Source: an optimization exercise on an open RTL-to-GDS flow (aim: small area and a short achievable clock period). Production flows keep margins and buffers that such runs may drop. RTL that was checked went through simulation tests only; none was proved equivalent to the original. No functional check of the RTL was part of run 2.

==> flow/design.v (outline; a module is shown in full before it is edited, if it fits) <==
// module IntegratedSystem: 1507 lines
module IntegratedSystem (A, B, C, clk);
  // ...
==> flow/run.sh <==
#!/bin/bash
# synth_recipe.tcl (not shown) runs the flow's synth.tcl, then flattens the netlist and writes it again
# the make line also repeats each setting of config.mk as NAME=value (left out here)
make -C /OpenROAD-flow-scripts/flow DESIGN_CONFIG=/design/flow/config.mk WORK_HOME=/design/flow/orfs CLKGATE_MAP_FILE= SYNTH_SCRIPT=/design/flow/synth_recipe.tcl finish
==> flow/config.mk <==
export PLATFORM = sky130hd
export DESIGN_NAME = IntegratedSystem
export DESIGN_NICKNAME = IntegratedSystem
export VERILOG_FILES = /design/flow/design.v
export SDC_FILE = /design/flow/constraint.sdc
export NUM_CORES = 4
export LEC_CHECK = 0
export CAP_MARGIN = 20
export CORE_MARGIN = 2
export CORE_UTILIZATION = 40
export SETUP_SLACK_MARGIN = 3.9
export SLEW_MARGIN = 20
==> flow/constraint.sdc <==
create_clock -name core_clock -period 6.5 [get_ports {clk}]
set_input_delay 1.3000 -clock core_clock [delete_from_list [all_inputs] [get_ports {clk}]]
set_output_delay 1.3000 -clock core_clock [all_outputs]
set_load 0.01 [all_outputs]
==> flow_summary.json, run 1 <==
{
  "status": "finished clean",
  "io_pins": 64,
  "rsz0062_at_grt": "true",
  "routed_wirelength_um": 22750,
  "grt_util_met2": 0.2895,
  "vias": 6581,
  "synth_cells": 895,
  "synth_cell_types": 48,
  "holdWs_ns": 0.4648,
  "grt_overflow": 0,
  "ys_seq_area_frac": 0.3207,
  "top_regs": "r2 x79, C x31, r1_a x16",
  "stdcell_area_mm2": 0.01133,
  "num_antenna_cells": 0,
  "finalHoldViolations": 0,
  "holdPathStages": 1,
  "row_count": 55,
  "finish.utilization": 0.4973,
  "hold_end": "C[0]",
  "cts_buffer_depth": 2,
  "finClkSkew_ns": 0.01168,
  "hold_path_class": "flop to flop",
  "ys_warn_count": 1,
  "well_tap_count": 313,
  "avgSynthCellArea_um2": 10.46,
  "relSlewSlack": 0.6370,
  "dp_hpwl_um": 15900,
  "fillers": 2055,
  "reg2reg_to": "C[27]",
  "buffer_area_frac": 0.07058
}
==> run 2: changes to the inputs <==
==> flow/design.v (replaced) <==
module IntegratedSystem (A, B, C, clk);
input clk;
input [15:0] A;
input [15:0] B;
output [30:0] C;
reg [30:0] C;
reg [15:0] r1_a;
reg [7:0] r1_one, r1_two, r1_neg;
wire [16:0] bx = {B, 1'b0};
wire [7:0] e_one, e_two, e_neg;
genvar g;
generate for (g = 0; g < 8; g = g + 1) begin : enc
  assign e_one[g] = bx[2*g+1] ^ bx[2*g];
  assign e_two[g] = (bx[2*g+2] & ~bx[2*g+1] & ~bx[2*g]) | (~bx[2*g+2] & bx[2*g+1] & bx[2*g]);
  assign e_neg[g] = bx[2*g+2];
end endgenerate
always @(posedge clk) begin
    r1_a <= A;
    r1_one <= e_one;
    r1_two <= e_two;
    r1_neg <= e_neg;
end
reg [104:0] r2;
wire pp_1;
wire pp_2;
wire pp_3;
wire pp_4;
wire pp_5;
wire pp_6;
wire pp_7;
wire pp_8;
wire pp_9;
wire pp_10;
wire pp_11;
wire pp_12;
wire pp_13;
wire pp_14;
wire pp_15;
wire pp_16;
wire pp_17;
wire pp_18;
wire pp_19;
wire pp_20;
wire pp_21;
wire pp_22;
wire pp_23;
wire pp_24;
wire pp_25;
wire pp_26;
wire pp_27;
wire pp_28;
wire pp_29;
wire pp_30;
wire pp_31;
wire pp_32;
wire pp_33;
wire pp_34;
wire pp_35;
wire pp_36;
wire pp_37;
wire pp_38;
wire pp_39;
wire pp_40;
wire pp_41;
wire pp_42;
wire pp_43;
wire pp_44;
wire pp_45;
wire pp_46;
wire pp_47;
wire pp_48;
wire pp_49;
wire pp_50;
wire pp_51;
wire pp_52;
wire pp_53;
wire pp_54;
wire pp_55;
wire pp_56;
wire pp_57;
wire pp_58;
wire pp_59;
wire pp_60;
wire pp_61;
wire pp_62;
wire pp_63;
wire pp_64;
wire pp_65;
wire pp_66;
wire pp_67;
wire pp_68;
wire pp_69;
wire pp_70;
wire pp_71;
wire pp_72;
wire pp_73;
wire pp_74;
wire pp_75;
wire pp_76;
wire pp_77;
wire pp_78;
wire pp_79;
wire pp_80;
wire pp_81;
wire pp_82;
wire pp_83;
wire pp_84;
wire pp_85;
wire pp_86;
wire pp_87;
wire pp_88;
wire pp_89;
wire pp_90;
wire pp_91;
wire pp_92;
wire pp_93;
wire pp_94;
wire pp_95;
wire pp_96;
wire pp_97;
wire pp_98;
wire pp_99;
wire pp_100;
wire pp_101;
wire pp_102;
wire pp_103;
wire pp_104;
wire pp_105;
wire pp_106;
wire pp_107;
wire pp_108;
wire pp_109;
wire pp_110;
wire pp_111;
wire pp_112;
wire pp_113;
wire pp_114;
wire pp_115;
wire pp_116;
wire pp_117;
wire pp_118;
wire pp_119;
wire pp_120;
wire pp_121;
wire pp_122;
wire pp_123;
wire pp_124;
wire pp_125;
wire pp_126;
wire pp_127;
wire pp_128;
wire pp_129;
wire pp_130;
wire pp_131;
wire pp_132;
wire pp_133;
wire pp_134;
wire pp_135;
wire pp_136;
wire s2_137;
wire c2_138;
wire s2_139;
wire c2_140;
wire s2_141;
wire c2_142;
wire s2_143;
wire c2_144;
wire s2_145;
wire c2_146;
wire s2_147;
wire c2_148;
wire s2_149;
wire c2_150;
wire s2_151;
wire c2_152;
wire s2_153;
wire c2_154;
wire s2_155;
wire c2_156;
wire s2_157;
wire c2_158;
wire s2_159;
wire c2_160;
wire s2_161;
wire c2_162;
wire s2_163;
wire c2_164;
wire s2_165;
wire c2_166;
wire s2_167;
wire c2_168;
wire s2_169;
wire c2_170;
wire s2_171;
wire c2_172;
wire s2_173;
wire c2_174;
wire s2_175;
wire c2_176;
wire s2_177;
wire c2_178;
wire s2_179;
wire c2_180;
wire s2_181;
wire c2_182;
wire s2_183;
wire c2_184;
wire s2_185;
wire c2_186;
wire s2_187;
wire c2_188;
wire s2_189;
wire c2_190;
wire s2_191;
wire c2_192;
wire s2_193;
wire c2_194;
wire s2_195;
wire c2_196;
wire s2_197;
wire c2_198;
wire s2_199;
wire c2_200;
wire s2_201;
wire c2_202;
wire s2_203;
wire c2_204;
wire s2_205;
wire c2_206;
wire s2_207;
wire c2_208;
wire s2_209;
wire c2_210;
wire s2_211;
wire c2_212;
wire s2_213;
wire c2_214;
wire s2_215;
wire c2_216;
wire s2_217;
wire c2_218;
wire s2_219;
wire c2_220;
wire s2_221;
wire c2_222;
wire s2_223;
wire c2_224;
wire s2_225;
wire c2_226;
wire s2_227;
wire c2_228;
wire s2_229;
wire c2_230;
wire s2_231;
wire c2_232;
wire s2_233;
wire c2_234;
wire s2_235;
wire c2_236;
wire s2_237;
wire c2_238;
wire s2_239;
wire c2_240;
wire s2_241;
wire c2_242;
wire s2_243;
wire c2_244;
wire s2_245;
wire c2_246;
wire s2_247;
wire c2_248;
wire s2_249;
wire c2_250;
wire s2_251;
wire c2_252;
wire s2_253;
wire c2_254;
wire s2_255;
wire c2_256;
wire s2_257;
wire c2_258;
wire s2_259;
wire c2_260;
wire s2_261;
wire c2_262;
wire s2_263;
wire c2_264;
wire s2_265;
wire c2_266;
wire s3_267;
wire c3_268;
wire s3_269;
wire c3_270;
wire s3_271;
wire c3_272;
wire s3_273;
wire c3_274;
wire s3_275;
wire c3_276;
wire s3_277;
wire c3_278;
wire s3_279;
wire c3_280;
wire s3_281;
wire c3_282;
wire s3_283;
wire c3_284;
wire s3_285;
wire c3_286;
wire s3_287;
wire c3_288;
wire s3_289;
wire c3_290;
wire s3_291;
wire c3_292;
wire s3_293;
wire c3_294;
wire s3_295;
wire c3_296;
wire s3_297;
wire c3_298;
wire s3_299;
wire c3_300;
wire s3_301;
wire c3_302;
wire s3_303;
wire c3_304;
wire s3_305;
wire c3_306;
wire s3_307;
wire c3_308;
wire s3_309;
wire c3_310;
wire s3_311;
wire c3_312;
wire s3_313;
wire c3_314;
wire s3_315;
wire c3_316;
wire s3_317;
wire c3_318;
wire s3_319;
wire c3_320;
wire s3_321;
wire c3_322;
wire s3_323;
wire c3_324;
wire s3_325;
wire c3_326;
wire s3_327;
wire c3_328;
wire s3_329;
wire c3_330;
wire s3_331;
wire c3_332;
wire s3_333;
wire c3_334;
wire s3_335;
wire c3_336;
wire s3_337;
wire c3_338;
wire s3_339;
wire c3_340;
wire s3_341;
wire c3_342;
wire s3_343;
wire c3_344;
wire s3_345;
wire c3_346;
wire s3_347;
wire c3_348;
wire s3_349;
wire c3_350;
wire s3_351;
wire c3_352;
wire s3_353;
wire c3_354;
wire s3_355;
wire c3_356;
wire s3_357;
wire c3_358;
wire s3_359;
wire c3_360;
wire s3_361;
wire c3_362;
wire s3_363;
wire c3_364;
wire s3_365;
wire c3_366;
wire s3_367;
wire c3_368;
wire g_369;
wire p_370;
wire g_371;
wire p_372;
wire g_373;
wire p_374;
wire g_375;
wire p_376;
wire g_377;
wire p_378;
wire g_379;
wire p_380;
wire g_381;
wire p_382;
wire g_383;
wire p_384;
wire g_385;
wire p_386;
wire g_387;
wire p_388;
wire g_389;
wire p_390;
wire g_391;
wire p_392;
wire g_393;
wire p_394;
wire g_395;
wire p_396;
wire g_397;
wire p_398;
wire g_399;
wire p_400;
wire g_401;
wire p_402;
wire g_403;
wire p_404;
wire g_405;
wire p_406;
wire g_407;
wire p_408;
wire g_409;
wire p_410;
wire g_411;
wire p_412;
wire g_413;
wire p_414;
wire g_415;
wire p_416;
wire g_417;
wire p_418;
wire g_419;
wire p_420;
wire g_421;
wire p_422;
wire g_423;
wire p_424;
wire G_425;
wire P_426;
wire G_427;
wire P_428;
wire G_429;
wire P_430;
wire G_431;
wire P_432;
wire G_433;
wire P_434;
wire G_435;
wire P_436;
wire G_437;
wire P_438;
wire G_439;
wire P_440;
wire G_441;
wire P_442;
wire G_443;
wire P_444;
wire G_445;
wire P_446;
wire G_447;
wire P_448;
wire G_449;
wire P_450;
wire G_451;
wire P_452;
wire G_453;
wire P_454;
wire G_455;
wire P_456;
wire G_457;
wire P_458;
wire G_459;
wire P_460;
wire G_461;
wire P_462;
wire G_463;
wire P_464;
wire G_465;
wire P_466;
wire G_467;
wire P_468;
wire G_469;
wire P_470;
wire G_471;
wire P_472;
wire G_473;
wire P_474;
wire G_475;
wire P_476;
wire G_477;
wire P_478;
wire G_479;
wire P_480;
wire G_481;
wire P_482;
wire G_483;
wire P_484;
wire G_485;
wire P_486;
wire G_487;
wire P_488;
wire G_489;
wire P_490;
wire G_491;
wire P_492;
wire G_493;
wire P_494;
wire G_495;
wire P_496;
wire G_497;
wire P_498;
wire G_499;
wire P_500;
wire G_501;
wire P_502;
wire G_503;
wire P_504;
wire G_505;
wire P_506;
wire G_507;
wire P_508;
wire G_509;
wire P_510;
wire G_511;
wire P_512;
wire G_513;
wire P_514;
wire G_515;
wire P_516;
wire G_517;
wire P_518;
wire G_519;
wire P_520;
wire G_521;
wire P_522;
wire G_523;
wire P_524;
wire G_525;
wire P_526;
wire G_527;
wire P_528;
wire G_529;
wire P_530;
wire G_531;
wire P_532;
wire G_533;
wire P_534;
wire G_535;
wire P_536;
wire G_537;
wire P_538;
wire G_539;
wire P_540;
wire G_541;
wire P_542;
wire G_543;
wire P_544;
wire G_545;
wire P_546;
wire G_547;
wire P_548;
wire G_549;
wire P_550;
wire G_551;
wire P_552;
wire sum_553;
wire sum_554;
wire sum_555;
wire sum_556;
wire sum_557;
wire sum_558;
wire sum_559;
wire sum_560;
wire sum_561;
wire sum_562;
wire sum_563;
wire sum_564;
wire sum_565;
wire sum_566;
wire sum_567;
wire sum_568;
wire sum_569;
wire sum_570;
wire sum_571;
wire sum_572;
wire sum_573;
wire sum_574;
wire sum_575;
wire sum_576;
wire sum_577;
wire sum_578;
wire sum_579;
assign pp_1 = (r1_one[0] & r1_a[0]) ^ r1_neg[0];
assign pp_2 = ((r1_one[0] & r1_a[1]) | (r1_two[0] & r1_a[0])) ^ r1_neg[0];
assign pp_3 = ((r1_one[0] & r1_a[2]) | (r1_two[0] & r1_a[1])) ^ r1_neg[0];
assign pp_4 = ((r1_one[0] & r1_a[3]) | (r1_two[0] & r1_a[2])) ^ r1_neg[0];
assign pp_5 = ((r1_one[0] & r1_a[4]) | (r1_two[0] & r1_a[3])) ^ r1_neg[0];
assign pp_6 = ((r1_one[0] & r1_a[5]) | (r1_two[0] & r1_a[4])) ^ r1_neg[0];
assign pp_7 = ((r1_one[0] & r1_a[6]) | (r1_two[0] & r1_a[5])) ^ r1_neg[0];
assign pp_8 = ((r1_one[0] & r1_a[7]) | (r1_two[0] & r1_a[6])) ^ r1_neg[0];
assign pp_9 = ((r1_one[0] & r1_a[8]) | (r1_two[0] & r1_a[7])) ^ r1_neg[0];
assign pp_10 = ((r1_one[0] & r1_a[9]) | (r1_two[0] & r1_a[8])) ^ r1_neg[0];
assign pp_11 = ((r1_one[0] & r1_a[10]) | (r1_two[0] & r1_a[9])) ^ r1_neg[0];
assign pp_12 = ((r1_one[0] & r1_a[11]) | (r1_two[0] & r1_a[10])) ^ r1_neg[0];
assign pp_13 = ((r1_one[0] & r1_a[12]) | (r1_two[0] & r1_a[11])) ^ r1_neg[0];
assign pp_14 = ((r1_one[0] & r1_a[13]) | (r1_two[0] & r1_a[12])) ^ r1_neg[0];
assign pp_15 = ((r1_one[0] & r1_a[14]) | (r1_two[0] & r1_a[13])) ^ r1_neg[0];
assign pp_16 = ((r1_one[0] & r1_a[15]) | (r1_two[0] & r1_a[14])) ^ r1_neg[0];
assign pp_17 = ((r1_one[0] & r1_a[15]) | (r1_two[0] & r1_a[15])) ^ r1_neg[0];
assign pp_18 = (r1_one[1] & r1_a[0]) ^ r1_neg[1];
assign pp_19 = ((r1_one[1] & r1_a[1]) | (r1_two[1] & r1_a[0])) ^ r1_neg[1];
assign pp_20 = ((r1_one[1] & r1_a[2]) | (r1_two[1] & r1_a[1])) ^ r1_neg[1];
assign pp_21 = ((r1_one[1] & r1_a[3]) | (r1_two[1] & r1_a[2])) ^ r1_neg[1];
assign pp_22 = ((r1_one[1] & r1_a[4]) | (r1_two[1] & r1_a[3])) ^ r1_neg[1];
assign pp_23 = ((r1_one[1] & r1_a[5]) | (r1_two[1] & r1_a[4])) ^ r1_neg[1];
assign pp_24 = ((r1_one[1] & r1_a[6]) | (r1_two[1] & r1_a[5])) ^ r1_neg[1];
assign pp_25 = ((r1_one[1] & r1_a[7]) | (r1_two[1] & r1_a[6])) ^ r1_neg[1];
assign pp_26 = ((r1_one[1] & r1_a[8]) | (r1_two[1] & r1_a[7])) ^ r1_neg[1];
assign pp_27 = ((r1_one[1] & r1_a[9]) | (r1_two[1] & r1_a[8])) ^ r1_neg[1];
assign pp_28 = ((r1_one[1] & r1_a[10]) | (r1_two[1] & r1_a[9])) ^ r1_neg[1];
assign pp_29 = ((r1_one[1] & r1_a[11]) | (r1_two[1] & r1_a[10])) ^ r1_neg[1];
assign pp_30 = ((r1_one[1] & r1_a[12]) | (r1_two[1] & r1_a[11])) ^ r1_neg[1];
assign pp_31 = ((r1_one[1] & r1_a[13]) | (r1_two[1] & r1_a[12])) ^ r1_neg[1];
assign pp_32 = ((r1_one[1] & r1_a[14]) | (r1_two[1] & r1_a[13])) ^ r1_neg[1];
assign pp_33 = ((r1_one[1] & r1_a[15]) | (r1_two[1] & r1_a[14])) ^ r1_neg[1];
assign pp_34 = ((r1_one[1] & r1_a[15]) | (r1_two[1] & r1_a[15])) ^ r1_neg[1];
assign pp_35 = (r1_one[2] & r1_a[0]) ^ r1_neg[2];
assign pp_36 = ((r1_one[2] & r1_a[1]) | (r1_two[2] & r1_a[0])) ^ r1_neg[2];
assign pp_37 = ((r1_one[2] & r1_a[2]) | (r1_two[2] & r1_a[1])) ^ r1_neg[2];
assign pp_38 = ((r1_one[2] & r1_a[3]) | (r1_two[2] & r1_a[2])) ^ r1_neg[2];
assign pp_39 = ((r1_one[2] & r1_a[4]) | (r1_two[2] & r1_a[3])) ^ r1_neg[2];
assign pp_40 = ((r1_one[2] & r1_a[5]) | (r1_two[2] & r1_a[4])) ^ r1_neg[2];
assign pp_41 = ((r1_one[2] & r1_a[6]) | (r1_two[2] & r1_a[5])) ^ r1_neg[2];
assign pp_42 = ((r1_one[2] & r1_a[7]) | (r1_two[2] & r1_a[6])) ^ r1_neg[2];
assign pp_43 = ((r1_one[2] & r1_a[8]) | (r1_two[2] & r1_a[7])) ^ r1_neg[2];
assign pp_44 = ((r1_one[2] & r1_a[9]) | (r1_two[2] & r1_a[8])) ^ r1_neg[2];
assign pp_45 = ((r1_one[2] & r1_a[10]) | (r1_two[2] & r1_a[9])) ^ r1_neg[2];
assign pp_46 = ((r1_one[2] & r1_a[11]) | (r1_two[2] & r1_a[10])) ^ r1_neg[2];
assign pp_47 = ((r1_one[2] & r1_a[12]) | (r1_two[2] & r1_a[11])) ^ r1_neg[2];
assign pp_48 = ((r1_one[2] & r1_a[13]) | (r1_two[2] & r1_a[12])) ^ r1_neg[2];
assign pp_49 = ((r1_one[2] & r1_a[14]) | (r1_two[2] & r1_a[13])) ^ r1_neg[2];
assign pp_50 = ((r1_one[2] & r1_a[15]) | (r1_two[2] & r1_a[14])) ^ r1_neg[2];
assign pp_51 = ((r1_one[2] & r1_a[15]) | (r1_two[2] & r1_a[15])) ^ r1_neg[2];
assign pp_52 = (r1_one[3] & r1_a[0]) ^ r1_neg[3];
assign pp_53 = ((r1_one[3] & r1_a[1]) | (r1_two[3] & r1_a[0])) ^ r1_neg[3];
assign pp_54 = ((r1_one[3] & r1_a[2]) | (r1_two[3] & r1_a[1])) ^ r1_neg[3];
assign pp_55 = ((r1_one[3] & r1_a[3]) | (r1_two[3] & r1_a[2])) ^ r1_neg[3];
assign pp_56 = ((r1_one[3] & r1_a[4]) | (r1_two[3] & r1_a[3])) ^ r1_neg[3];
assign pp_57 = ((r1_one[3] & r1_a[5]) | (r1_two[3] & r1_a[4])) ^ r1_neg[3];
assign pp_58 = ((r1_one[3] & r1_a[6]) | (r1_two[3] & r1_a[5])) ^ r1_neg[3];
assign pp_59 = ((r1_one[3] & r1_a[7]) | (r1_two[3] & r1_a[6])) ^ r1_neg[3];
assign pp_60 = ((r1_one[3] & r1_a[8]) | (r1_two[3] & r1_a[7])) ^ r1_neg[3];
assign pp_61 = ((r1_one[3] & r1_a[9]) | (r1_two[3] & r1_a[8])) ^ r1_neg[3];
assign pp_62 = ((r1_one[3] & r1_a[10]) | (r1_two[3] & r1_a[9])) ^ r1_neg[3];
assign pp_63 = ((r1_one[3] & r1_a[11]) | (r1_two[3] & r1_a[10])) ^ r1_neg[3];
assign pp_64 = ((r1_one[3] & r1_a[12]) | (r1_two[3] & r1_a[11])) ^ r1_neg[3];
assign pp_65 = ((r1_one[3] & r1_a[13]) | (r1_two[3] & r1_a[12])) ^ r1_neg[3];
assign pp_66 = ((r1_one[3] & r1_a[14]) | (r1_two[3] & r1_a[13])) ^ r1_neg[3];
assign pp_67 = ((r1_one[3] & r1_a[15]) | (r1_two[3] & r1_a[14])) ^ r1_neg[3];
assign pp_68 = ((r1_one[3] & r1_a[15]) | (r1_two[3] & r1_a[15])) ^ r1_neg[3];
assign pp_69 = (r1_one[4] & r1_a[0]) ^ r1_neg[4];
assign pp_70 = ((r1_one[4] & r1_a[1]) | (r1_two[4] & r1_a[0])) ^ r1_neg[4];
assign pp_71 = ((r1_one[4] & r1_a[2]) | (r1_two[4] & r1_a[1])) ^ r1_neg[4];
assign pp_72 = ((r1_one[4] & r1_a[3]) | (r1_two[4] & r1_a[2])) ^ r1_neg[4];
assign pp_73 = ((r1_one[4] & r1_a[4]) | (r1_two[4] & r1_a[3])) ^ r1_neg[4];
assign pp_74 = ((r1_one[4] & r1_a[5]) | (r1_two[4] & r1_a[4])) ^ r1_neg[4];
assign pp_75 = ((r1_one[4] & r1_a[6]) | (r1_two[4] & r1_a[5])) ^ r1_neg[4];
assign pp_76 = ((r1_one[4] & r1_a[7]) | (r1_two[4] & r1_a[6])) ^ r1_neg[4];
assign pp_77 = ((r1_one[4] & r1_a[8]) | (r1_two[4] & r1_a[7])) ^ r1_neg[4];
assign pp_78 = ((r1_one[4] & r1_a[9]) | (r1_two[4] & r1_a[8])) ^ r1_neg[4];
assign pp_79 = ((r1_one[4] & r1_a[10]) | (r1_two[4] & r1_a[9])) ^ r1_neg[4];
assign pp_80 = ((r1_one[4] & r1_a[11]) | (r1_two[4] & r1_a[10])) ^ r1_neg[4];
assign pp_81 = ((r1_one[4] & r1_a[12]) | (r1_two[4] & r1_a[11])) ^ r1_neg[4];
assign pp_82 = ((r1_one[4] & r1_a[13]) | (r1_two[4] & r1_a[12])) ^ r1_neg[4];
assign pp_83 = ((r1_one[4] & r1_a[14]) | (r1_two[4] & r1_a[13])) ^ r1_neg[4];
assign pp_84 = ((r1_one[4] & r1_a[15]) | (r1_two[4] & r1_a[14])) ^ r1_neg[4];
assign pp_85 = ((r1_one[4] & r1_a[15]) | (r1_two[4] & r1_a[15])) ^ r1_neg[4];
assign pp_86 = (r1_one[5] & r1_a[0]) ^ r1_neg[5];
assign pp_87 = ((r1_one[5] & r1_a[1]) | (r1_two[5] & r1_a[0])) ^ r1_neg[5];
assign pp_88 = ((r1_one[5] & r1_a[2]) | (r1_two[5] & r1_a[1])) ^ r1_neg[5];
assign pp_89 = ((r1_one[5] & r1_a[3]) | (r1_two[5] & r1_a[2])) ^ r1_neg[5];
assign pp_90 = ((r1_one[5] & r1_a[4]) | (r1_two[5] & r1_a[3])) ^ r1_neg[5];
assign pp_91 = ((r1_one[5] & r1_a[5]) | (r1_two[5] & r1_a[4])) ^ r1_neg[5];
assign pp_92 = ((r1_one[5] & r1_a[6]) | (r1_two[5] & r1_a[5])) ^ r1_neg[5];
assign pp_93 = ((r1_one[5] & r1_a[7]) | (r1_two[5] & r1_a[6])) ^ r1_neg[5];
assign pp_94 = ((r1_one[5] & r1_a[8]) | (r1_two[5] & r1_a[7])) ^ r1_neg[5];
assign pp_95 = ((r1_one[5] & r1_a[9]) | (r1_two[5] & r1_a[8])) ^ r1_neg[5];
assign pp_96 = ((r1_one[5] & r1_a[10]) | (r1_two[5] & r1_a[9])) ^ r1_neg[5];
assign pp_97 = ((r1_one[5] & r1_a[11]) | (r1_two[5] & r1_a[10])) ^ r1_neg[5];
assign pp_98 = ((r1_one[5] & r1_a[12]) | (r1_two[5] & r1_a[11])) ^ r1_neg[5];
assign pp_99 = ((r1_one[5] & r1_a[13]) | (r1_two[5] & r1_a[12])) ^ r1_neg[5];
assign pp_100 = ((r1_one[5] & r1_a[14]) | (r1_two[5] & r1_a[13])) ^ r1_neg[5];
assign pp_101 = ((r1_one[5] & r1_a[15]) | (r1_two[5] & r1_a[14])) ^ r1_neg[5];
assign pp_102 = ((r1_one[5] & r1_a[15]) | (r1_two[5] & r1_a[15])) ^ r1_neg[5];
assign pp_103 = (r1_one[6] & r1_a[0]) ^ r1_neg[6];
assign pp_104 = ((r1_one[6] & r1_a[1]) | (r1_two[6] & r1_a[0])) ^ r1_neg[6];
assign pp_105 = ((r1_one[6] & r1_a[2]) | (r1_two[6] & r1_a[1])) ^ r1_neg[6];
assign pp_106 = ((r1_one[6] & r1_a[3]) | (r1_two[6] & r1_a[2])) ^ r1_neg[6];
assign pp_107 = ((r1_one[6] & r1_a[4]) | (r1_two[6] & r1_a[3])) ^ r1_neg[6];
assign pp_108 = ((r1_one[6] & r1_a[5]) | (r1_two[6] & r1_a[4])) ^ r1_neg[6];
assign pp_109 = ((r1_one[6] & r1_a[6]) | (r1_two[6] & r1_a[5])) ^ r1_neg[6];
assign pp_110 = ((r1_one[6] & r1_a[7]) | (r1_two[6] & r1_a[6])) ^ r1_neg[6];
assign pp_111 = ((r1_one[6] & r1_a[8]) | (r1_two[6] & r1_a[7])) ^ r1_neg[6];
assign pp_112 = ((r1_one[6] & r1_a[9]) | (r1_two[6] & r1_a[8])) ^ r1_neg[6];
assign pp_113 = ((r1_one[6] & r1_a[10]) | (r1_two[6] & r1_a[9])) ^ r1_neg[6];
assign pp_114 = ((r1_one[6] & r1_a[11]) | (r1_two[6] & r1_a[10])) ^ r1_neg[6];
assign pp_115 = ((r1_one[6] & r1_a[12]) | (r1_two[6] & r1_a[11])) ^ r1_neg[6];
assign pp_116 = ((r1_one[6] & r1_a[13]) | (r1_two[6] & r1_a[12])) ^ r1_neg[6];
assign pp_117 = ((r1_one[6] & r1_a[14]) | (r1_two[6] & r1_a[13])) ^ r1_neg[6];
assign pp_118 = ((r1_one[6] & r1_a[15]) | (r1_two[6] & r1_a[14])) ^ r1_neg[6];
assign pp_119 = ((r1_one[6] & r1_a[15]) | (r1_two[6] & r1_a[15])) ^ r1_neg[6];
assign pp_120 = (r1_one[7] & r1_a[0]) ^ r1_neg[7];
assign pp_121 = ((r1_one[7] & r1_a[1]) | (r1_two[7] & r1_a[0])) ^ r1_neg[7];
assign pp_122 = ((r1_one[7] & r1_a[2]) | (r1_two[7] & r1_a[1])) ^ r1_neg[7];
assign pp_123 = ((r1_one[7] & r1_a[3]) | (r1_two[7] & r1_a[2])) ^ r1_neg[7];
assign pp_124 = ((r1_one[7] & r1_a[4]) | (r1_two[7] & r1_a[3])) ^ r1_neg[7];
assign pp_125 = ((r1_one[7] & r1_a[5]) | (r1_two[7] & r1_a[4])) ^ r1_neg[7];
assign pp_126 = ((r1_one[7] & r1_a[6]) | (r1_two[7] & r1_a[5])) ^ r1_neg[7];
assign pp_127 = ((r1_one[7] & r1_a[7]) | (r1_two[7] & r1_a[6])) ^ r1_neg[7];
assign pp_128 = ((r1_one[7] & r1_a[8]) | (r1_two[7] & r1_a[7])) ^ r1_neg[7];
assign pp_129 = ((r1_one[7] & r1_a[9]) | (r1_two[7] & r1_a[8])) ^ r1_neg[7];
assign pp_130 = ((r1_one[7] & r1_a[10]) | (r1_two[7] & r1_a[9])) ^ r1_neg[7];
assign pp_131 = ((r1_one[7] & r1_a[11]) | (r1_two[7] & r1_a[10])) ^ r1_neg[7];
assign pp_132 = ((r1_one[7] & r1_a[12]) | (r1_two[7] & r1_a[11])) ^ r1_neg[7];
assign pp_133 = ((r1_one[7] & r1_a[13]) | (r1_two[7] & r1_a[12])) ^ r1_neg[7];
assign pp_134 = ((r1_one[7] & r1_a[14]) | (r1_two[7] & r1_a[13])) ^ r1_neg[7];
assign pp_135 = ((r1_one[7] & r1_a[15]) | (r1_two[7] & r1_a[14])) ^ r1_neg[7];
assign pp_136 = ((r1_one[7] & r1_a[15]) | (r1_two[7] & r1_a[15])) ^ r1_neg[7];
assign s2_137 = r1_neg[5] ^ pp_11;
assign c2_138 = r1_neg[5] & pp_11;
assign s2_139 = pp_12 ^ pp_27;
assign c2_140 = pp_12 & pp_27;
assign s2_141 = r1_neg[6] ^ pp_13 ^ pp_28;
assign c2_142 = (r1_neg[6] & pp_13) | (r1_neg[6] & pp_28) | (pp_13 & pp_28);
assign s2_143 = pp_43 ^ pp_58;
assign c2_144 = pp_43 & pp_58;
assign s2_145 = pp_14 ^ pp_29 ^ pp_44;
assign c2_146 = (pp_14 & pp_29) | (pp_14 & pp_44) | (pp_29 & pp_44);
assign s2_147 = pp_59 ^ pp_74;
assign c2_148 = pp_59 & pp_74;
assign s2_149 = r1_neg[7] ^ pp_15 ^ pp_30;
assign c2_150 = (r1_neg[7] & pp_15) | (r1_neg[7] & pp_30) | (pp_15 & pp_30);
assign s2_151 = pp_45 ^ pp_60 ^ pp_75;
assign c2_152 = (pp_45 & pp_60) | (pp_45 & pp_75) | (pp_60 & pp_75);
assign s2_153 = pp_90 ^ pp_105;
assign c2_154 = pp_90 & pp_105;
assign s2_155 = pp_16 ^ pp_31 ^ pp_46;
assign c2_156 = (pp_16 & pp_31) | (pp_16 & pp_46) | (pp_31 & pp_46);
assign s2_157 = pp_61 ^ pp_76 ^ pp_91;
assign c2_158 = (pp_61 & pp_76) | (pp_61 & pp_91) | (pp_76 & pp_91);
assign s2_159 = pp_106 ^ pp_121;
assign c2_160 = pp_106 & pp_121;
assign s2_161 = 1'b1 ^ ~pp_17 ^ pp_32;
assign c2_162 = (1'b1 & ~pp_17) | (1'b1 & pp_32) | (~pp_17 & pp_32);
assign s2_163 = pp_47 ^ pp_62 ^ pp_77;
assign c2_164 = (pp_47 & pp_62) | (pp_47 & pp_77) | (pp_62 & pp_77);
assign s2_165 = pp_92 ^ pp_107 ^ pp_122;
assign c2_166 = (pp_92 & pp_107) | (pp_92 & pp_122) | (pp_107 & pp_122);
assign s2_167 = 1'b1 ^ pp_33 ^ pp_48;
assign c2_168 = (1'b1 & pp_33) | (1'b1 & pp_48) | (pp_33 & pp_48);
assign s2_169 = pp_63 ^ pp_78 ^ pp_93;
assign c2_170 = (pp_63 & pp_78) | (pp_63 & pp_93) | (pp_78 & pp_93);
assign s2_171 = pp_108 ^ pp_123;
assign c2_172 = pp_108 & pp_123;
assign s2_173 = ~pp_34 ^ pp_49 ^ pp_64;
assign c2_174 = (~pp_34 & pp_49) | (~pp_34 & pp_64) | (pp_49 & pp_64);
assign s2_175 = pp_79 ^ pp_94 ^ pp_109;
assign c2_176 = (pp_79 & pp_94) | (pp_79 & pp_109) | (pp_94 & pp_109);
assign s2_177 = 1'b1 ^ pp_50 ^ pp_65;
assign c2_178 = (1'b1 & pp_50) | (1'b1 & pp_65) | (pp_50 & pp_65);
assign s2_179 = pp_80 ^ pp_95;
assign c2_180 = pp_80 & pp_95;
assign s2_181 = ~pp_51 ^ pp_66 ^ pp_81;
assign c2_182 = (~pp_51 & pp_66) | (~pp_51 & pp_81) | (pp_66 & pp_81);
assign s2_183 = 1'b1 ^ pp_67;
assign c2_184 = 1'b1 & pp_67;
assign s2_185 = r1_neg[3] ^ pp_7;
assign c2_186 = r1_neg[3] & pp_7;
assign s2_187 = pp_8 ^ pp_23;
assign c2_188 = pp_8 & pp_23;
assign s2_189 = r1_neg[4] ^ pp_9 ^ pp_24;
assign c2_190 = (r1_neg[4] & pp_9) | (r1_neg[4] & pp_24) | (pp_9 & pp_24);
assign s2_191 = pp_39 ^ pp_54;
assign c2_192 = pp_39 & pp_54;
assign s2_193 = pp_10 ^ pp_25 ^ pp_40;
assign c2_194 = (pp_10 & pp_25) | (pp_10 & pp_40) | (pp_25 & pp_40);
assign s2_195 = pp_55 ^ pp_70;
assign c2_196 = pp_55 & pp_70;
assign s2_197 = pp_26 ^ pp_41 ^ pp_56;
assign c2_198 = (pp_26 & pp_41) | (pp_26 & pp_56) | (pp_41 & pp_56);
assign s2_199 = pp_71 ^ pp_86 ^ s2_137;
assign c2_200 = (pp_71 & pp_86) | (pp_71 & s2_137) | (pp_86 & s2_137);
assign s2_201 = pp_42 ^ pp_57 ^ pp_72;
assign c2_202 = (pp_42 & pp_57) | (pp_42 & pp_72) | (pp_57 & pp_72);
assign s2_203 = pp_87 ^ c2_138 ^ s2_139;
assign c2_204 = (pp_87 & c2_138) | (pp_87 & s2_139) | (c2_138 & s2_139);
assign s2_205 = pp_73 ^ pp_88 ^ pp_103;
assign c2_206 = (pp_73 & pp_88) | (pp_73 & pp_103) | (pp_88 & pp_103);
assign s2_207 = c2_140 ^ s2_143 ^ s2_141;
assign c2_208 = (c2_140 & s2_143) | (c2_140 & s2_141) | (s2_143 & s2_141);
assign s2_209 = pp_89 ^ pp_104 ^ c2_144;
assign c2_210 = (pp_89 & pp_104) | (pp_89 & c2_144) | (pp_104 & c2_144);
assign s2_211 = s2_147 ^ c2_142 ^ s2_145;
assign c2_212 = (s2_147 & c2_142) | (s2_147 & s2_145) | (c2_142 & s2_145);
assign s2_213 = pp_120 ^ c2_148 ^ s2_153;
assign c2_214 = (pp_120 & c2_148) | (pp_120 & s2_153) | (c2_148 & s2_153);
assign s2_215 = c2_146 ^ s2_149 ^ s2_151;
assign c2_216 = (c2_146 & s2_149) | (c2_146 & s2_151) | (s2_149 & s2_151);
assign s2_217 = c2_154 ^ s2_159 ^ c2_150;
assign c2_218 = (c2_154 & s2_159) | (c2_154 & c2_150) | (s2_159 & c2_150);
assign s2_219 = c2_152 ^ s2_155 ^ s2_157;
assign c2_220 = (c2_152 & s2_155) | (c2_152 & s2_157) | (s2_155 & s2_157);
assign s2_221 = c2_160 ^ c2_156 ^ c2_158;
assign c2_222 = (c2_160 & c2_156) | (c2_160 & c2_158) | (c2_156 & c2_158);
assign s2_223 = s2_161 ^ s2_163 ^ s2_165;
assign c2_224 = (s2_161 & s2_163) | (s2_161 & s2_165) | (s2_163 & s2_165);
assign s2_225 = s2_171 ^ c2_162 ^ c2_164;
assign c2_226 = (s2_171 & c2_162) | (s2_171 & c2_164) | (c2_162 & c2_164);
assign s2_227 = c2_166 ^ s2_167 ^ s2_169;
assign c2_228 = (c2_166 & s2_167) | (c2_166 & s2_169) | (s2_167 & s2_169);
assign s2_229 = pp_124 ^ c2_172 ^ c2_168;
assign c2_230 = (pp_124 & c2_172) | (pp_124 & c2_168) | (c2_172 & c2_168);
assign s2_231 = c2_170 ^ s2_173 ^ s2_175;
assign c2_232 = (c2_170 & s2_173) | (c2_170 & s2_175) | (s2_173 & s2_175);
assign s2_233 = pp_110 ^ pp_125 ^ s2_179;
assign c2_234 = (pp_110 & pp_125) | (pp_110 & s2_179) | (pp_125 & s2_179);
assign s2_235 = c2_174 ^ c2_176 ^ s2_177;
assign c2_236 = (c2_174 & c2_176) | (c2_174 & s2_177) | (c2_176 & s2_177);
assign s2_237 = pp_96 ^ pp_111 ^ pp_126;
assign c2_238 = (pp_96 & pp_111) | (pp_96 & pp_126) | (pp_111 & pp_126);
assign s2_239 = c2_180 ^ c2_178 ^ s2_181;
assign c2_240 = (c2_180 & c2_178) | (c2_180 & s2_181) | (c2_178 & s2_181);
assign s2_241 = pp_82 ^ pp_97 ^ pp_112;
assign c2_242 = (pp_82 & pp_97) | (pp_82 & pp_112) | (pp_97 & pp_112);
assign s2_243 = pp_127 ^ s2_183 ^ c2_182;
assign c2_244 = (pp_127 & s2_183) | (pp_127 & c2_182) | (s2_183 & c2_182);
assign s2_245 = ~pp_68 ^ pp_83 ^ pp_98;
assign c2_246 = (~pp_68 & pp_83) | (~pp_68 & pp_98) | (pp_83 & pp_98);
assign s2_247 = pp_113 ^ pp_128 ^ c2_184;
assign c2_248 = (pp_113 & pp_128) | (pp_113 & c2_184) | (pp_128 & c2_184);
assign s2_249 = 1'b1 ^ pp_84 ^ pp_99;
assign c2_250 = (1'b1 & pp_84) | (1'b1 & pp_99) | (pp_84 & pp_99);
assign s2_251 = pp_114 ^ pp_129;
assign c2_252 = pp_114 & pp_129;
assign s2_253 = ~pp_85 ^ pp_100 ^ pp_115;
assign c2_254 = (~pp_85 & pp_100) | (~pp_85 & pp_115) | (pp_100 & pp_115);
assign s2_255 = 1'b1 ^ pp_101;
assign c2_256 = 1'b1 & pp_101;
assign s2_257 = r1_neg[0] ^ pp_1;
assign c2_258 = r1_neg[0] & pp_1;
assign s2_259 = pp_2 ^ c2_258;
assign c2_260 = pp_2 & c2_258;
assign s2_261 = r1_neg[1] ^ pp_3 ^ pp_18;
assign c2_262 = (r1_neg[1] & pp_3) | (r1_neg[1] & pp_18) | (pp_3 & pp_18);
assign s2_263 = s2_261 ^ c2_260;
assign c2_264 = s2_261 & c2_260;
assign s2_265 = pp_4 ^ pp_19 ^ c2_262;
assign c2_266 = (pp_4 & pp_19) | (pp_4 & c2_262) | (pp_19 & c2_262);
assign s3_267 = r2[5] ^ r2[6];
assign c3_268 = r2[5] & r2[6];
assign s3_269 = r2[7] ^ r2[8];
assign c3_270 = r2[7] & r2[8];
assign s3_271 = r2[10] ^ r2[11] ^ r2[12];
assign c3_272 = (r2[10] & r2[11]) | (r2[10] & r2[12]) | (r2[11] & r2[12]);
assign s3_273 = r2[13] ^ r2[14] ^ r2[15];
assign c3_274 = (r2[13] & r2[14]) | (r2[13] & r2[15]) | (r2[14] & r2[15]);
assign s3_275 = r2[17] ^ r2[18] ^ r2[19];
assign c3_276 = (r2[17] & r2[18]) | (r2[17] & r2[19]) | (r2[18] & r2[19]);
assign s3_277 = r2[21] ^ r2[22] ^ r2[23];
assign c3_278 = (r2[21] & r2[22]) | (r2[21] & r2[23]) | (r2[22] & r2[23]);
assign s3_279 = r2[25] ^ r2[26] ^ r2[27];
assign c3_280 = (r2[25] & r2[26]) | (r2[25] & r2[27]) | (r2[26] & r2[27]);
assign s3_281 = r2[29] ^ r2[30] ^ r2[31];
assign c3_282 = (r2[29] & r2[30]) | (r2[29] & r2[31]) | (r2[30] & r2[31]);
assign s3_283 = r2[33] ^ r2[34] ^ r2[35];
assign c3_284 = (r2[33] & r2[34]) | (r2[33] & r2[35]) | (r2[34] & r2[35]);
assign s3_285 = r2[37] ^ r2[38] ^ r2[39];
assign c3_286 = (r2[37] & r2[38]) | (r2[37] & r2[39]) | (r2[38] & r2[39]);
assign s3_287 = r2[41] ^ r2[42] ^ r2[43];
assign c3_288 = (r2[41] & r2[42]) | (r2[41] & r2[43]) | (r2[42] & r2[43]);
assign s3_289 = r2[45] ^ r2[46] ^ r2[47];
assign c3_290 = (r2[45] & r2[46]) | (r2[45] & r2[47]) | (r2[46] & r2[47]);
assign s3_291 = r2[49] ^ r2[50] ^ r2[51];
assign c3_292 = (r2[49] & r2[50]) | (r2[49] & r2[51]) | (r2[50] & r2[51]);
assign s3_293 = r2[53] ^ r2[54] ^ r2[55];
assign c3_294 = (r2[53] & r2[54]) | (r2[53] & r2[55]) | (r2[54] & r2[55]);
assign s3_295 = r2[57] ^ r2[58] ^ r2[59];
assign c3_296 = (r2[57] & r2[58]) | (r2[57] & r2[59]) | (r2[58] & r2[59]);
assign s3_297 = r2[61] ^ r2[62] ^ r2[63];
assign c3_298 = (r2[61] & r2[62]) | (r2[61] & r2[63]) | (r2[62] & r2[63]);
assign s3_299 = r2[65] ^ r2[66] ^ r2[67];
assign c3_300 = (r2[65] & r2[66]) | (r2[65] & r2[67]) | (r2[66] & r2[67]);
assign s3_301 = r2[69] ^ r2[70] ^ r2[71];
assign c3_302 = (r2[69] & r2[70]) | (r2[69] & r2[71]) | (r2[70] & r2[71]);
assign s3_303 = r2[73] ^ r2[74] ^ r2[75];
assign c3_304 = (r2[73] & r2[74]) | (r2[73] & r2[75]) | (r2[74] & r2[75]);
assign s3_305 = r2[77] ^ r2[78] ^ r2[79];
assign c3_306 = (r2[77] & r2[78]) | (r2[77] & r2[79]) | (r2[78] & r2[79]);
assign s3_307 = r2[81] ^ r2[82] ^ r2[83];
assign c3_308 = (r2[81] & r2[82]) | (r2[81] & r2[83]) | (r2[82] & r2[83]);
assign s3_309 = r2[85] ^ r2[86] ^ r2[87];
assign c3_310 = (r2[85] & r2[86]) | (r2[85] & r2[87]) | (r2[86] & r2[87]);
assign s3_311 = r2[89] ^ r2[90] ^ r2[91];
assign c3_312 = (r2[89] & r2[90]) | (r2[89] & r2[91]) | (r2[90] & r2[91]);
assign s3_313 = r2[93] ^ r2[94] ^ r2[95];
assign c3_314 = (r2[93] & r2[94]) | (r2[93] & r2[95]) | (r2[94] & r2[95]);
assign s3_315 = 1'b1 ^ r2[98];
assign c3_316 = 1'b1 & r2[98];
assign s3_317 = r2[9] ^ s3_269;
assign c3_318 = r2[9] & s3_269;
assign s3_319 = c3_270 ^ c3_268 ^ s3_271;
assign c3_320 = (c3_270 & c3_268) | (c3_270 & s3_271) | (c3_268 & s3_271);
assign s3_321 = r2[16] ^ c3_272 ^ s3_273;
assign c3_322 = (r2[16] & c3_272) | (r2[16] & s3_273) | (c3_272 & s3_273);
assign s3_323 = r2[20] ^ c3_274 ^ s3_275;
assign c3_324 = (r2[20] & c3_274) | (r2[20] & s3_275) | (c3_274 & s3_275);
assign s3_325 = r2[24] ^ c3_276 ^ s3_277;
assign c3_326 = (r2[24] & c3_276) | (r2[24] & s3_277) | (c3_276 & s3_277);
assign s3_327 = r2[28] ^ c3_278 ^ s3_279;
assign c3_328 = (r2[28] & c3_278) | (r2[28] & s3_279) | (c3_278 & s3_279);
assign s3_329 = r2[32] ^ c3_280 ^ s3_281;
assign c3_330 = (r2[32] & c3_280) | (r2[32] & s3_281) | (c3_280 & s3_281);
assign s3_331 = r2[36] ^ c3_282 ^ s3_283;
assign c3_332 = (r2[36] & c3_282) | (r2[36] & s3_283) | (c3_282 & s3_283);
assign s3_333 = r2[40] ^ c3_284 ^ s3_285;
assign c3_334 = (r2[40] & c3_284) | (r2[40] & s3_285) | (c3_284 & s3_285);
assign s3_335 = r2[44] ^ c3_286 ^ s3_287;
assign c3_336 = (r2[44] & c3_286) | (r2[44] & s3_287) | (c3_286 & s3_287);
assign s3_337 = r2[48] ^ c3_288 ^ s3_289;
assign c3_338 = (r2[48] & c3_288) | (r2[48] & s3_289) | (c3_288 & s3_289);
assign s3_339 = r2[52] ^ c3_290 ^ s3_291;
assign c3_340 = (r2[52] & c3_290) | (r2[52] & s3_291) | (c3_290 & s3_291);
assign s3_341 = r2[56] ^ c3_292 ^ s3_293;
assign c3_342 = (r2[56] & c3_292) | (r2[56] & s3_293) | (c3_292 & s3_293);
assign s3_343 = r2[60] ^ c3_294 ^ s3_295;
assign c3_344 = (r2[60] & c3_294) | (r2[60] & s3_295) | (c3_294 & s3_295);
assign s3_345 = r2[64] ^ c3_296 ^ s3_297;
assign c3_346 = (r2[64] & c3_296) | (r2[64] & s3_297) | (c3_296 & s3_297);
assign s3_347 = r2[68] ^ c3_298 ^ s3_299;
assign c3_348 = (r2[68] & c3_298) | (r2[68] & s3_299) | (c3_298 & s3_299);
assign s3_349 = r2[72] ^ c3_300 ^ s3_301;
assign c3_350 = (r2[72] & c3_300) | (r2[72] & s3_301) | (c3_300 & s3_301);
assign s3_351 = r2[76] ^ c3_302 ^ s3_303;
assign c3_352 = (r2[76] & c3_302) | (r2[76] & s3_303) | (c3_302 & s3_303);
assign s3_353 = r2[80] ^ c3_304 ^ s3_305;
assign c3_354 = (r2[80] & c3_304) | (r2[80] & s3_305) | (c3_304 & s3_305);
assign s3_355 = r2[84] ^ c3_306 ^ s3_307;
assign c3_356 = (r2[84] & c3_306) | (r2[84] & s3_307) | (c3_306 & s3_307);
assign s3_357 = r2[88] ^ c3_308 ^ s3_309;
assign c3_358 = (r2[88] & c3_308) | (r2[88] & s3_309) | (c3_308 & s3_309);
assign s3_359 = r2[92] ^ c3_310 ^ s3_311;
assign c3_360 = (r2[92] & c3_310) | (r2[92] & s3_311) | (c3_310 & s3_311);
assign s3_361 = r2[96] ^ c3_312 ^ s3_313;
assign c3_362 = (r2[96] & c3_312) | (r2[96] & s3_313) | (c3_312 & s3_313);
assign s3_363 = r2[99] ^ s3_315 ^ c3_314;
assign c3_364 = (r2[99] & s3_315) | (r2[99] & c3_314) | (s3_315 & c3_314);
assign s3_365 = r2[100] ^ r2[101] ^ c3_316;
assign c3_366 = (r2[100] & r2[101]) | (r2[100] & c3_316) | (r2[101] & c3_316);
assign s3_367 = 1'b1 ^ r2[103];
assign c3_368 = 1'b1 & r2[103];
assign g_369 = r2[3] & r2[4];
assign p_370 = r2[3] ^ r2[4];
assign g_371 = s3_317 & s3_267;
assign p_372 = s3_317 ^ s3_267;
assign g_373 = c3_318 & s3_319;
assign p_374 = c3_318 ^ s3_319;
assign g_375 = c3_320 & s3_321;
assign p_376 = c3_320 ^ s3_321;
assign g_377 = c3_322 & s3_323;
assign p_378 = c3_322 ^ s3_323;
assign g_379 = c3_324 & s3_325;
assign p_380 = c3_324 ^ s3_325;
assign g_381 = c3_326 & s3_327;
assign p_382 = c3_326 ^ s3_327;
assign g_383 = c3_328 & s3_329;
assign p_384 = c3_328 ^ s3_329;
assign g_385 = c3_330 & s3_331;
assign p_386 = c3_330 ^ s3_331;
assign g_387 = c3_332 & s3_333;
assign p_388 = c3_332 ^ s3_333;
assign g_389 = c3_334 & s3_335;
assign p_390 = c3_334 ^ s3_335;
assign g_391 = c3_336 & s3_337;
assign p_392 = c3_336 ^ s3_337;
assign g_393 = c3_338 & s3_339;
assign p_394 = c3_338 ^ s3_339;
assign g_395 = c3_340 & s3_341;
assign p_396 = c3_340 ^ s3_341;
assign g_397 = c3_342 & s3_343;
assign p_398 = c3_342 ^ s3_343;
assign g_399 = c3_344 & s3_345;
assign p_400 = c3_344 ^ s3_345;
assign g_401 = c3_346 & s3_347;
assign p_402 = c3_346 ^ s3_347;
assign g_403 = c3_348 & s3_349;
assign p_404 = c3_348 ^ s3_349;
assign g_405 = c3_350 & s3_351;
assign p_406 = c3_350 ^ s3_351;
assign g_407 = c3_352 & s3_353;
assign p_408 = c3_352 ^ s3_353;
assign g_409 = c3_354 & s3_355;
assign p_410 = c3_354 ^ s3_355;
assign g_411 = c3_356 & s3_357;
assign p_412 = c3_356 ^ s3_357;
assign g_413 = c3_358 & s3_359;
assign p_414 = c3_358 ^ s3_359;
assign g_415 = c3_360 & s3_361;
assign p_416 = c3_360 ^ s3_361;
assign g_417 = c3_362 & s3_363;
assign p_418 = c3_362 ^ s3_363;
assign g_419 = c3_364 & s3_365;
assign p_420 = c3_364 ^ s3_365;
assign g_421 = c3_366 & s3_367;
assign p_422 = c3_366 ^ s3_367;
assign g_423 = c3_368 & r2[104];
assign p_424 = c3_368 ^ r2[104];
assign G_425 = g_371 | (p_372 & g_369);
assign P_426 = p_372 & p_370;
assign G_427 = g_375 | (p_376 & g_373);
assign P_428 = p_376 & p_374;
assign G_429 = g_379 | (p_380 & g_377);
assign P_430 = p_380 & p_378;
assign G_431 = g_383 | (p_384 & g_381);
assign P_432 = p_384 & p_382;
assign G_433 = g_387 | (p_388 & g_385);
assign P_434 = p_388 & p_386;
assign G_435 = g_391 | (p_392 & g_389);
assign P_436 = p_392 & p_390;
assign G_437 = g_395 | (p_396 & g_393);
assign P_438 = p_396 & p_394;
assign G_439 = g_399 | (p_400 & g_397);
assign P_440 = p_400 & p_398;
assign G_441 = g_403 | (p_404 & g_401);
assign P_442 = p_404 & p_402;
assign G_443 = g_407 | (p_408 & g_405);
assign P_444 = p_408 & p_406;
assign G_445 = g_411 | (p_412 & g_409);
assign P_446 = p_412 & p_410;
assign G_447 = g_415 | (p_416 & g_413);
assign P_448 = p_416 & p_414;
assign G_449 = g_419 | (p_420 & g_417);
assign P_450 = p_420 & p_418;
assign G_451 = g_423 | (p_424 & g_421);
assign P_452 = p_424 & p_422;
assign G_453 = g_373 | (p_374 & G_425);
assign P_454 = p_374 & P_426;
assign G_455 = G_427 | (P_428 & G_425);
assign P_456 = P_428 & P_426;
assign G_457 = g_381 | (p_382 & G_429);
assign P_458 = p_382 & P_430;
assign G_459 = G_431 | (P_432 & G_429);
assign P_460 = P_432 & P_430;
assign G_461 = g_389 | (p_390 & G_433);
assign P_462 = p_390 & P_434;
assign G_463 = G_435 | (P_436 & G_433);
assign P_464 = P_436 & P_434;
assign G_465 = g_397 | (p_398 & G_437);
assign P_466 = p_398 & P_438;
assign G_467 = G_439 | (P_440 & G_437);
assign P_468 = P_440 & P_438;
assign G_469 = g_405 | (p_406 & G_441);
assign P_470 = p_406 & P_442;
assign G_471 = G_443 | (P_444 & G_441);
assign P_472 = P_444 & P_442;
assign G_473 = g_413 | (p_414 & G_445);
assign P_474 = p_414 & P_446;
assign G_475 = G_447 | (P_448 & G_445);
assign P_476 = P_448 & P_446;
assign G_477 = g_421 | (p_422 & G_449);
assign P_478 = p_422 & P_450;
assign G_479 = G_451 | (P_452 & G_449);
assign P_480 = P_452 & P_450;
assign G_481 = g_377 | (p_378 & G_455);
assign P_482 = p_378 & P_456;
assign G_483 = G_429 | (P_430 & G_455);
assign P_484 = P_430 & P_456;
assign G_485 = G_457 | (P_458 & G_455);
assign P_486 = P_458 & P_456;
assign G_487 = G_459 | (P_460 & G_455);
assign P_488 = P_460 & P_456;
assign G_489 = g_393 | (p_394 & G_463);
assign P_490 = p_394 & P_464;
assign G_491 = G_437 | (P_438 & G_463);
assign P_492 = P_438 & P_464;
assign G_493 = G_465 | (P_466 & G_463);
assign P_494 = P_466 & P_464;
assign G_495 = G_467 | (P_468 & G_463);
assign P_496 = P_468 & P_464;
assign G_497 = g_409 | (p_410 & G_471);
assign P_498 = p_410 & P_472;
assign G_499 = G_445 | (P_446 & G_471);
assign P_500 = P_446 & P_472;
assign G_501 = G_473 | (P_474 & G_471);
assign P_502 = P_474 & P_472;
assign G_503 = G_475 | (P_476 & G_471);
assign P_504 = P_476 & P_472;
assign G_505 = g_385 | (p_386 & G_487);
assign P_506 = p_386 & P_488;
assign G_507 = G_433 | (P_434 & G_487);
assign P_508 = P_434 & P_488;
assign G_509 = G_461 | (P_462 & G_487);
assign P_510 = P_462 & P_488;
assign G_511 = G_463 | (P_464 & G_487);
assign P_512 = P_464 & P_488;
assign G_513 = G_489 | (P_490 & G_487);
assign P_514 = P_490 & P_488;
assign G_515 = G_491 | (P_492 & G_487);
assign P_516 = P_492 & P_488;
assign G_517 = G_493 | (P_494 & G_487);
assign P_518 = P_494 & P_488;
assign G_519 = G_495 | (P_496 & G_487);
assign P_520 = P_496 & P_488;
assign G_521 = g_417 | (p_418 & G_503);
assign P_522 = p_418 & P_504;
assign G_523 = G_449 | (P_450 & G_503);
assign P_524 = P_450 & P_504;
assign G_525 = G_477 | (P_478 & G_503);
assign P_526 = P_478 & P_504;
assign G_527 = G_479 | (P_480 & G_503);
assign P_528 = P_480 & P_504;
assign G_529 = g_401 | (p_402 & G_519);
assign P_530 = p_402 & P_520;
assign G_531 = G_441 | (P_442 & G_519);
assign P_532 = P_442 & P_520;
assign G_533 = G_469 | (P_470 & G_519);
assign P_534 = P_470 & P_520;
assign G_535 = G_471 | (P_472 & G_519);
assign P_536 = P_472 & P_520;
assign G_537 = G_497 | (P_498 & G_519);
assign P_538 = P_498 & P_520;
assign G_539 = G_499 | (P_500 & G_519);
assign P_540 = P_500 & P_520;
assign G_541 = G_501 | (P_502 & G_519);
assign P_542 = P_502 & P_520;
assign G_543 = G_503 | (P_504 & G_519);
assign P_544 = P_504 & P_520;
assign G_545 = G_521 | (P_522 & G_519);
assign P_546 = P_522 & P_520;
assign G_547 = G_523 | (P_524 & G_519);
assign P_548 = P_524 & P_520;
assign G_549 = G_525 | (P_526 & G_519);
assign P_550 = P_526 & P_520;
assign G_551 = G_527 | (P_528 & G_519);
assign P_552 = P_528 & P_520;
assign sum_553 = p_372 ^ g_369;
assign sum_554 = p_374 ^ G_425;
assign sum_555 = p_376 ^ G_453;
assign sum_556 = p_378 ^ G_455;
assign sum_557 = p_380 ^ G_481;
assign sum_558 = p_382 ^ G_483;
assign sum_559 = p_384 ^ G_485;
assign sum_560 = p_386 ^ G_487;
assign sum_561 = p_388 ^ G_505;
assign sum_562 = p_390 ^ G_507;
assign sum_563 = p_392 ^ G_509;
assign sum_564 = p_394 ^ G_511;
assign sum_565 = p_396 ^ G_513;
assign sum_566 = p_398 ^ G_515;
assign sum_567 = p_400 ^ G_517;
assign sum_568 = p_402 ^ G_519;
assign sum_569 = p_404 ^ G_529;
assign sum_570 = p_406 ^ G_531;
assign sum_571 = p_408 ^ G_533;
assign sum_572 = p_410 ^ G_535;
assign sum_573 = p_412 ^ G_537;
assign sum_574 = p_414 ^ G_539;
assign sum_575 = p_416 ^ G_541;
assign sum_576 = p_418 ^ G_543;
assign sum_577 = p_420 ^ G_545;
assign sum_578 = p_422 ^ G_547;
assign sum_579 = p_424 ^ G_549;
wire [30:0] fsum = {sum_579, sum_578, sum_577, sum_576, sum_575, sum_574, sum_573, sum_572, sum_571, sum_570, sum_569, sum_568, sum_567, sum_566, sum_565, sum_564, sum_563, sum_562, sum_561, sum_560, sum_559, sum_558, sum_557, sum_556, sum_555, sum_554, sum_553, p_370, r2[2], r2[1], r2[0]};
always @(posedge clk) begin
    r2[0] <= s2_257;
    r2[1] <= s2_259;
    r2[2] <= s2_263;
    r2[3] <= c2_264;
    r2[4] <= s2_265;
    r2[5] <= r1_neg[2];
    r2[6] <= pp_5;
    r2[7] <= pp_20;
    r2[8] <= pp_35;
    r2[9] <= c2_266;
    r2[10] <= pp_6;
    r2[11] <= pp_21;
    r2[12] <= pp_36;
    r2[13] <= pp_22;
    r2[14] <= pp_37;
    r2[15] <= pp_52;
    r2[16] <= s2_185;
    r2[17] <= pp_38;
    r2[18] <= pp_53;
    r2[19] <= c2_186;
    r2[20] <= s2_187;
    r2[21] <= pp_69;
    r2[22] <= c2_188;
    r2[23] <= s2_191;
    r2[24] <= s2_189;
    r2[25] <= c2_192;
    r2[26] <= s2_195;
    r2[27] <= c2_190;
    r2[28] <= s2_193;
    r2[29] <= c2_196;
    r2[30] <= c2_194;
    r2[31] <= s2_197;
    r2[32] <= s2_199;
    r2[33] <= c2_198;
    r2[34] <= s2_201;
    r2[35] <= c2_200;
    r2[36] <= s2_203;
    r2[37] <= c2_202;
    r2[38] <= s2_205;
    r2[39] <= c2_204;
    r2[40] <= s2_207;
    r2[41] <= c2_206;
    r2[42] <= s2_209;
    r2[43] <= c2_208;
    r2[44] <= s2_211;
    r2[45] <= c2_210;
    r2[46] <= s2_213;
    r2[47] <= c2_212;
    r2[48] <= s2_215;
    r2[49] <= c2_214;
    r2[50] <= s2_217;
    r2[51] <= c2_216;
    r2[52] <= s2_219;
    r2[53] <= c2_218;
    r2[54] <= s2_221;
    r2[55] <= c2_220;
    r2[56] <= s2_223;
    r2[57] <= c2_222;
    r2[58] <= s2_225;
    r2[59] <= c2_224;
    r2[60] <= s2_227;
    r2[61] <= c2_226;
    r2[62] <= s2_229;
    r2[63] <= c2_228;
    r2[64] <= s2_231;
    r2[65] <= s2_233;
    r2[66] <= c2_230;
    r2[67] <= c2_232;
    r2[68] <= s2_235;
    r2[69] <= s2_237;
    r2[70] <= c2_234;
    r2[71] <= c2_236;
    r2[72] <= s2_239;
    r2[73] <= c2_238;
    r2[74] <= s2_241;
    r2[75] <= s2_243;
    r2[76] <= c2_240;
    r2[77] <= c2_242;
    r2[78] <= s2_245;
    r2[79] <= s2_247;
    r2[80] <= c2_244;
    r2[81] <= s2_251;
    r2[82] <= c2_246;
    r2[83] <= s2_249;
    r2[84] <= c2_248;
    r2[85] <= pp_130;
    r2[86] <= c2_252;
    r2[87] <= c2_250;
    r2[88] <= s2_253;
    r2[89] <= pp_116;
    r2[90] <= pp_131;
    r2[91] <= s2_255;
    r2[92] <= c2_254;
    r2[93] <= ~pp_102;
    r2[94] <= pp_117;
    r2[95] <= pp_132;
    r2[96] <= c2_256;
    r2[98] <= pp_118;
    r2[99] <= pp_133;
    r2[100] <= ~pp_119;
    r2[101] <= pp_134;
    r2[103] <= pp_135;
    r2[104] <= ~pp_136;
    C <= fsum;
end
endmodule
==> flow/config.mk (replaced) <==
export PLATFORM = sky130hd
export DESIGN_NAME = IntegratedSystem
export DESIGN_NICKNAME = IntegratedSystem
export VERILOG_FILES = /design/flow/design.v
export SDC_FILE = /design/flow/constraint.sdc
export NUM_CORES = 4
export LEC_CHECK = 0
export CAP_MARGIN = 20
export CORE_MARGIN = 2
export CORE_UTILIZATION = 40
export SETUP_SLACK_MARGIN = 4.2
export SLEW_MARGIN = 20
==> run 2 against run 1 <==
Die area is 1.2% higher; highest routed layer unchanged; still clean.
==> flow_summary.json, run 2 <==
{
  "status": "finished clean",
  "synth_area_leader_cell": "dfxtp_1",
  "end_kind": "flop",
  "area_delta_synth_final_pct": 19.36,
  "drc_errors": 0,
  "routed_wirelength_um": 20290,
  "port_buffers": 63,
  "worstPathArrival_ns": 3.59,
  "grt_pass1_vias": 6039,
  "synth_cells": 859,
  "worstMarginPinSlew_ns": 0.5988,
  "yosys.cell_count.top_type": "dfxtp_1",
  "reg2reg_depth": 10,
  "grt_pass1_wl_um": 33200,
  "vias": 6084,
  "crit_fanout": 4,
  "finClkSkew_ns": 0.02527,
  "reg2reg_to": "C[24]",
  "row_count": 56,
  "wl_per_cell_um": 16.53,
  "first_iter_violations": 526,
  "cts_root_buffer": "clkbuf_16",
  "relSlewSlack": 0.6002,
  "antenna_found_initial": 0,
  "grt_overflow": 0,
  "final_cell_mix": "141 x dfxtp_1, 120 x a22oi_1, 120 x xnor2_1",
  "grt_usage": 0.1731,
  "setup_violations": 0,
  "slew_viol_final": 0,
  "ys_seq_area_frac": 0.3674,
  "crit_required_ns": 6.88,
  "cts_buffer_depth": 2,
  "ys_warn_count": 1,
  "yosys-top-cells-count": "174 x dfxtp_1, 121 x xnor2_1, 120 x a22oi_1",
  "synth_area_leaders": "dfxtp_1 37%, fa_1 20%, xnor2_1 11%",
  "synth_ff_type": "dfxtp_1",
  "syn_area_mm2": 0.009480,
  "synth_seq_cells": 174,
  "nNetsFinal": 1071,
  "m1WireLength_um": 10130,
  "fillers": 2189,
  "htreeDepth": 4,
  "post-route-min-period_ns": 3.213,
  "dr.pass1.iters": 5,
  "synth_cell_types": 42,
  "die_y_um": 158.0,
  "die_area_mm2": 0.02495,
  "place_congestion": 0.8061,
  "routed-wl-met2_um": 8964,
  "stdcell_area_mm2": 0.01132,
  "io_pins": 64,
  "route.met3.wl_um": 944,
  "min_from": "r2[0]",
  "worstReg2RegStart": "r2[12]",
  "max_flop_register": "r2",
  "start_util": 0.4051,
  "drtAntennaViolNets": 0,
  "startpoint": "r2[12]",
  "cts_sinks": 174,
  "maxCapViolations": 0,
  "finalNonFillerCells": 1228,
  "grt_max_degree": 19,
  "core_area_mm2": 0.02340,
  "hold_path_class": "flop to flop",
  "layout_commonest_cell": "dfxtp_1",
  "period_share": 0.4943,
  "rsz0062_at_grt": "true",
  "top_regs": "r2 x103, C x31, r1_a x16",
  "finalHoldViolations": 0,
  "setup_tns_ns": 0,
  "cts_buffers": 17,
  "critPathLaunchType": "flop",
  "highest_layer": "met4",
  "finish.utilization": 0.4835,
  "fmax_mhz": 311.2,
  "avgSynthCellArea_um2": 11.04,
  "synth_edf_count": 0,
  "num_antenna_cells": 0,
  "insertion_delay_ns": 0.44,
  "die_w_um": 158.0,
  "async_flop_share": 0,
  "layout-drive-gt1-share": 0.1782,
  "largest_reg_flops": 103,
  "avgViaCountPerCell": 4.954,
  "crit_end": "C[24]",
  "dpl_cell_area_mm2": 0.01042,
  "clk_pin_slew_worst_paths_ns": 0.07,
  "crit_type": "flop to flop",
  "tritoncts": "yes",
  "syn_nets": 1033,
  "synth_top_area_share": 0.3674,
  "dp.cells": 1179,
  "r2r_setup_slack_ns": 3.29,
  "dp_hpwl_um": 14670
}
-- run 2: critical path, cell delays in order (launching register included) --
cell and delay, ns:
dfxtp_2 0.32, fa_1 0.48, fa_1 0.56, ha_4 0.22, a211o_1 0.27, a211o_1 0.36
a21oi_4 0.24, o21a_4 0.20, o21ai_4 0.07, a2111oi_4 0.29, nand3b_1 0.13
-- run 2: area by class of cell --
type                       count  area [um^2]  share of cell area
clock inverter                14        203.9             0.01802
multi-input combinational    550         5772              0.5101
tap                          319        399.1             0.03527
inverter                      65        244.0             0.02156
timing repair buffer          89        747.0             0.06601
sequential                   174         3525              0.3115
clock buffer                  17        425.4             0.03759
-- run 2: kinds of logic (layout without fill, tap and decap cells) --
kind of cell / Yosys count / after routing / synth area share
AO/OA/AOI/OAI: 174 / 174 / 0.1340
flip-flops: 174 / 174 / 0.3674
XOR/XNOR: 162 / 162 / 0.1497
adder cells (fa/ha/maj): 141 / 141 / 0.2597
buffers and inverters: 135 / 185 / 0.05345
AND/OR/NAND/NOR: 72 / 72 / 0.03458
multiplexers: 1 / 1 / 0.001188
-- run 2: repair_timing --
action | 4_1_cts | 5_1_grt
hold buffers | 0 | 0
resized for setup | 110 | 49
endpoints found under the setup margin | 75 | 56
pin swaps | 10 | 16
buffers inserted | 5 | 13
-- run 2: how the worst min path moves through the flow --
| stage | to | slack, ns | depth (start not counted) |
|---|---|---|---|
| floorplan | C[0] | 0.31 | 0 |
| global placement | C[0] | 0.32 | 0 |
| detailed placement | C[0] | 0.31 | 0 |
| CTS | C[0] | 0.33 | 0 |
| global route | C[0] | 0.35 | 0 |
| finish | C[0] | 0.33 | 0 |
-- run 2: per-layer routing --
metal,vias up,global-route usage
met3,19,0.02792
met2,150,0.2590
met4,0,0.04805
li1,2911,-
met5,-,0
met1,3004,0.2589
-- run 2: stage by stage --
step	hold slack [ns]	setup slack, ns
after floorplan	0.3096	3.499
after global placement	0.3165	3.142
after detailed placement	0.3121	3.114
after CTS	0.3289	3.246
after global routing	0.3466	3.117
final	0.3290	3.287

## static timing again, ports no longer ideal
The results above use ideal ports. As a check the final layouts listed here were re-extracted and re-timed, cells and wires unchanged.
Step 1 assumes that a clkbuf_16 drives the clock port and a buf_2 every other input.
Step 2 moves the port delays by t, midway between the first and last clock arrival at a register: inputs arrive t later, outputs are due t later. That takes back most of the time a late clock gives input paths.
Three values: no drivers, after step 1, after step 2; two values: the first two.
| run | t, ns | slack for setup (ns) | latest minus earliest clock arrival (ns) | worst data-port slew with drivers (ns) |
|---|---|---|---|---|
| run 1 | 0.468 | 3.718 / 3.718 / 3.718 | 0.011 / 0.012 | 0.04 |
| run 2 | 0.470 | 3.287 / 3.287 / 3.287 | 0.025 / 0.025 | 0.03 |
After both steps setup and hold are still met in every run listed.
